This is an optimization exercise on Yosys and OpenROAD, whose aim is small area, not a production implementation. At most, simulation tests tie the RTL to the original design; equivalence was not proved. Power is estimated from default activity; no workload was simulated.

Setup of MS:
## mini16sc_cpu
module mini16sc_cpu
  #(
    parameter WIDTH_I = 16,
    parameter WIDTH_D = 16,
    parameter DEPTH_I = 10,
    parameter DEPTH_D = 10,
    parameter DEPTH_REG = 5
    )
  (
   input                    clk,
   input                    reset,
   input                    soft_reset,
   output reg [DEPTH_I-1:0] mem_i_r_addr,
   input [WIDTH_I-1:0]      mem_i_r_data,
   output reg [DEPTH_D-1:0] mem_d_r_addr,
   input [WIDTH_D-1:0]      mem_d_r_data,
   output reg [DEPTH_D-1:0] mem_d_w_addr,
   output reg [WIDTH_D-1:0] mem_d_w_data,
   output reg               mem_d_we
   );
  localparam I_ST   = 5'h01;
  localparam I_MVC  = 5'h02;
  localparam I_BA   = 5'h03;
  localparam I_BC   = 5'h04;
  localparam I_MUL  = 5'h05;
  localparam I_SR   = 5'h06;
  localparam I_SL   = 5'h07;
  localparam I_SRA  = 5'h08;
  localparam I_ADD  = 5'h10;
  localparam I_SUB  = 5'h11;
  localparam I_AND  = 5'h12;
  localparam I_OR   = 5'h13;
  localparam I_XOR  = 5'h14;
  localparam I_MV   = 5'h15;
  localparam I_MVIL = 5'h16;
  localparam I_MVS  = 5'h17;
  localparam I_BL   = 5'h18;
  localparam I_LD   = 5'h19;
  localparam I_CNZ  = 5'h1a;
  localparam I_CNM  = 5'h1b;
  reg [15:0]  inst;
  wire [4:0]  ol_d = inst[15:11];
  wire [4:0]  ol_a = inst[10:6];
  wire        is_im = inst[5];
  wire [4:0]  op = inst[4:0];
  reg [15:0]  regfile [0:31];
  wire [511:0] rf_all;
  genvar      gr;
  generate
    for (gr = 0; gr < 32; gr = gr + 1) begin : g_rf
      assign rf_all[16*gr+15:16*gr] = regfile[gr];
    end
  endgenerate
  wire [15:0] rd, ra;
  mini16sc_rf_read u_rd (.sel(ol_d), .rf(rf_all), .q(rd));
  mini16sc_rf_read u_ra (.sel(ol_a), .rf(rf_all), .q(ra));
  wire [15:0] b = is_im ? {{11{ol_a[4]}}, ol_a} : ra;
  wire        ra_nz = |ra;
  wire        u_go = (op == I_MUL) | (op == I_SR) | (op == I_SL) | (op == I_SRA);
  wire [1:0]  u_sel = {(op == I_SRA) | (op == I_MUL), (op == I_SR) | (op == I_MUL)};
  reg         s1_v, s2_v;
  reg [1:0]   s1_k, s2_k;
  reg [15:0]  s1_d, s1_b, s2_d;
  reg [15:0]  m3, m4, m5;
  ...
Size: ~2500 cells after synthesis, about 720 flip-flops, ~82 I/O pins, ~0.034 sq mm of cells after synthesis.
clock: 7.0 ns
lec_check: 0
cap_margin: 0
core_margin: 2
core_utilization: 55
cts_buf_list: sky130_fd_sc_hd__clkbuf_4 sky130_fd_sc_hd__clkbuf_8
cts_cluster_size: 25
gpl_timing_driven: 0
slew_margin: 0
synth_hierarchical: 1
run.sh (not shown) runs the stock make flow with config.mk's settings and CLKGATE_MAP_FILE= SYNTH_SCRIPT=/design/flow/synth_recipe.tcl, a recipe that flattens the netlist after the stock synthesis.
Layout checks on MS: not met. Flow itself completed; violations: capacitance limit, slew limit.
Edits applied to the flow inputs when going from MS to JK:
- clearing GPL_TIMING_DRIVEN, which used to be 0
- swapping 55 for 40 in CORE_UTILIZATION
### Flow results
- JK: full flow OK, the timing, DRC and antenna checks passed
- Comparing MS with JK, the via count came out essentially unchanged.
- Diff MS -> JK: first-pass GRT wire length grew by 3800 um; area growth from synthesis to layout went up; arrival time of data at the critical path endpoint fell 160 ps.
- Of MS and JK, MS shows the higher routing usage on met3, with JK below it.
- Against MS as the reference, JK delivers a higher post-route cell area.
Function was not checked in any run of this note: the RTL went through the layout flow alone.

mini16sc_cpu, a different RTL version from the one above (not shown whole).
Size: ~2,500 cells after synthesis, about 720 flip-flops, about 82 I/O pins, about 34,000 sq um of cells after synthesis.
clock: 7.0 ns
lec_check: 0
cap_margin: 0
core_margin: 2
core_utilization: 40
slew_margin: 0
synth_hierarchical: 1
standard.sh (not shown) runs the stock make flow with config.mk's settings and CLKGATE_MAP_FILE= SYNTH_SCRIPT=/design/flow/synth_recipe.tcl, a recipe that flattens the netlist after the stock synthesis.
==> flow/flow/run.sh <==
#!/bin/bash
# The standard layout, with clock tree synthesis told not to add dummy
# loads and to drive larger clusters of flip-flops from each leaf buffer
set -euo pipefail
export CTS_ARGS="-sink_clustering_enable -repair_clock_nets -dont_use_dummy_load -sink_clustering_size 24 -sink_clustering_max_diameter 130"
bash standard.sh > standard_flow.log 2>&1
The starting point produced a clean layout.
Next try:
==> flow/flow/run.sh (replaced) <==
#!/bin/bash
# The standard layout, with clock tree synthesis told not to add dummy
# loads (the standard flow's arguments otherwise)
set -euo pipefail
export CTS_ARGS="-sink_clustering_enable -repair_clock_nets -dont_use_dummy_load"
bash standard.sh > standard_flow.log 2>&1
Settings changed: CAP_MARGIN 0 to 20, CORE_UTILIZATION 40 to 50, GPL_TIMING_DRIVEN set to 0, SLEW_MARGIN 0 to 20.
This time the run finished with negative setup slack left.
Sequential share of layout area goes down by 2.0 points.
First-iteration DRC count falls by 15%.
Final area went up by 3.9%.
Register-to-register slack degrades by 340 ps.
Worst hold slack degrades by 54 ps.
Clock power goes up by 54%.
Final cell count goes down by 4.9%.
Power grows by 11%.
Synthesized area stays the same.
Critical path depth goes up by 1.
Next try:
==> flow/flow/run.sh (replaced) <==
#!/bin/bash
# The standard layout, with clock tree synthesis told not to add dummy
# loads and to drive larger clusters of flip-flops from each leaf buffer
set -euo pipefail
export CTS_ARGS="-sink_clustering_enable -repair_clock_nets -dont_use_dummy_load -sink_clustering_size 20 -sink_clustering_max_diameter 120"
bash standard.sh > standard_flow.log 2>&1
Settings changed: CORE_UTILIZATION 50 to 40, GPL_TIMING_DRIVEN 0 to unset.
After rerunning: The new run passed the timing, DRC and antenna checks; via count shrinks by 0.73%; wire length hardly moves; count of clock-buffer cells in the layout goes down by 35.
Next try:
==> flow/flow/run.sh (replaced) <==
#!/bin/bash
# The standard layout, with clock tree synthesis told not to add dummy
# loads (the standard flow's arguments otherwise)
set -euo pipefail
export CTS_ARGS="-sink_clustering_enable -repair_clock_nets -dont_use_dummy_load"
bash standard.sh > standard_flow.log 2>&1
Outcome: Total power climbs by 9.0%. Worst setup slack gets worse by 36 ps. Via count climbs by 0.90%. Cell area climbs by 2.2%. Routed wire length climbs by 0.79%. Utilization climbs by 1.0 points. Clock-buffer cell count climbs by 34. Non-clock buffer count drops by 1. Clock skew climbs by 22 ps. Synthesized area is unchanged. Worst hold slack gets worse by 52 ps.
Next try:
==> flow/flow/run.sh (replaced) <==
#!/bin/bash
# The standard layout, with clock tree synthesis told not to add dummy
# loads and to drive larger clusters of flip-flops from each leaf buffer
set -euo pipefail
export CTS_ARGS="-sink_clustering_enable -repair_clock_nets -dont_use_dummy_load -sink_clustering_size 24 -sink_clustering_max_diameter 130"
bash standard.sh > standard_flow.log 2>&1
Settings changed: CAP_MARGIN 20 to 10, SLEW_MARGIN 20 to 10.
=> Fmax decreases slightly; routed wire length decreases slightly; final cell count decreases slightly.

==> afterwards: timing with drivers on the ports <==
Ports are ideal in the flow. The routed layouts listed here were re-timed in OpenROAD. Step 1 (the two cells are an assumption about what drives the block):
set clk [get_ports {clk}]
set_driving_cell -lib_cell sky130_fd_sc_hd__clkbuf_16 $clk
set_driving_cell -lib_cell sky130_fd_sc_hd__buf_2 [delete_from_list [all_inputs] $clk]
Step 2 also shifts input and output timing later by t, the mid clock arrival at the registers, as if the neighbouring blocks saw the same clock. a / b / c = ideal ports / drivers / drivers and shift; a / b = the first two.
run	t, ns	slack for setup (ns)	worst data-port slew with drivers (ns)
MS	0.796	0.215 / 0.215 / 0.215	0.04
JK	0.814	0.332 / 0.332 / 0.332	0.12
the first run of note 2	0.632	0.271 / 0.271 / 0.271	0.14
the second run of note 2	0.660	-0.067 / -0.067 / -0.067	0.10
the third run of note 2	0.646	0.530 / 0.530 / 0.530	0.12
the fourth run of note 2	0.670	0.495 / 0.495 / 0.495	0.14
the fifth run of note 2	0.629	0.468 / 0.468 / 0.468	0.14
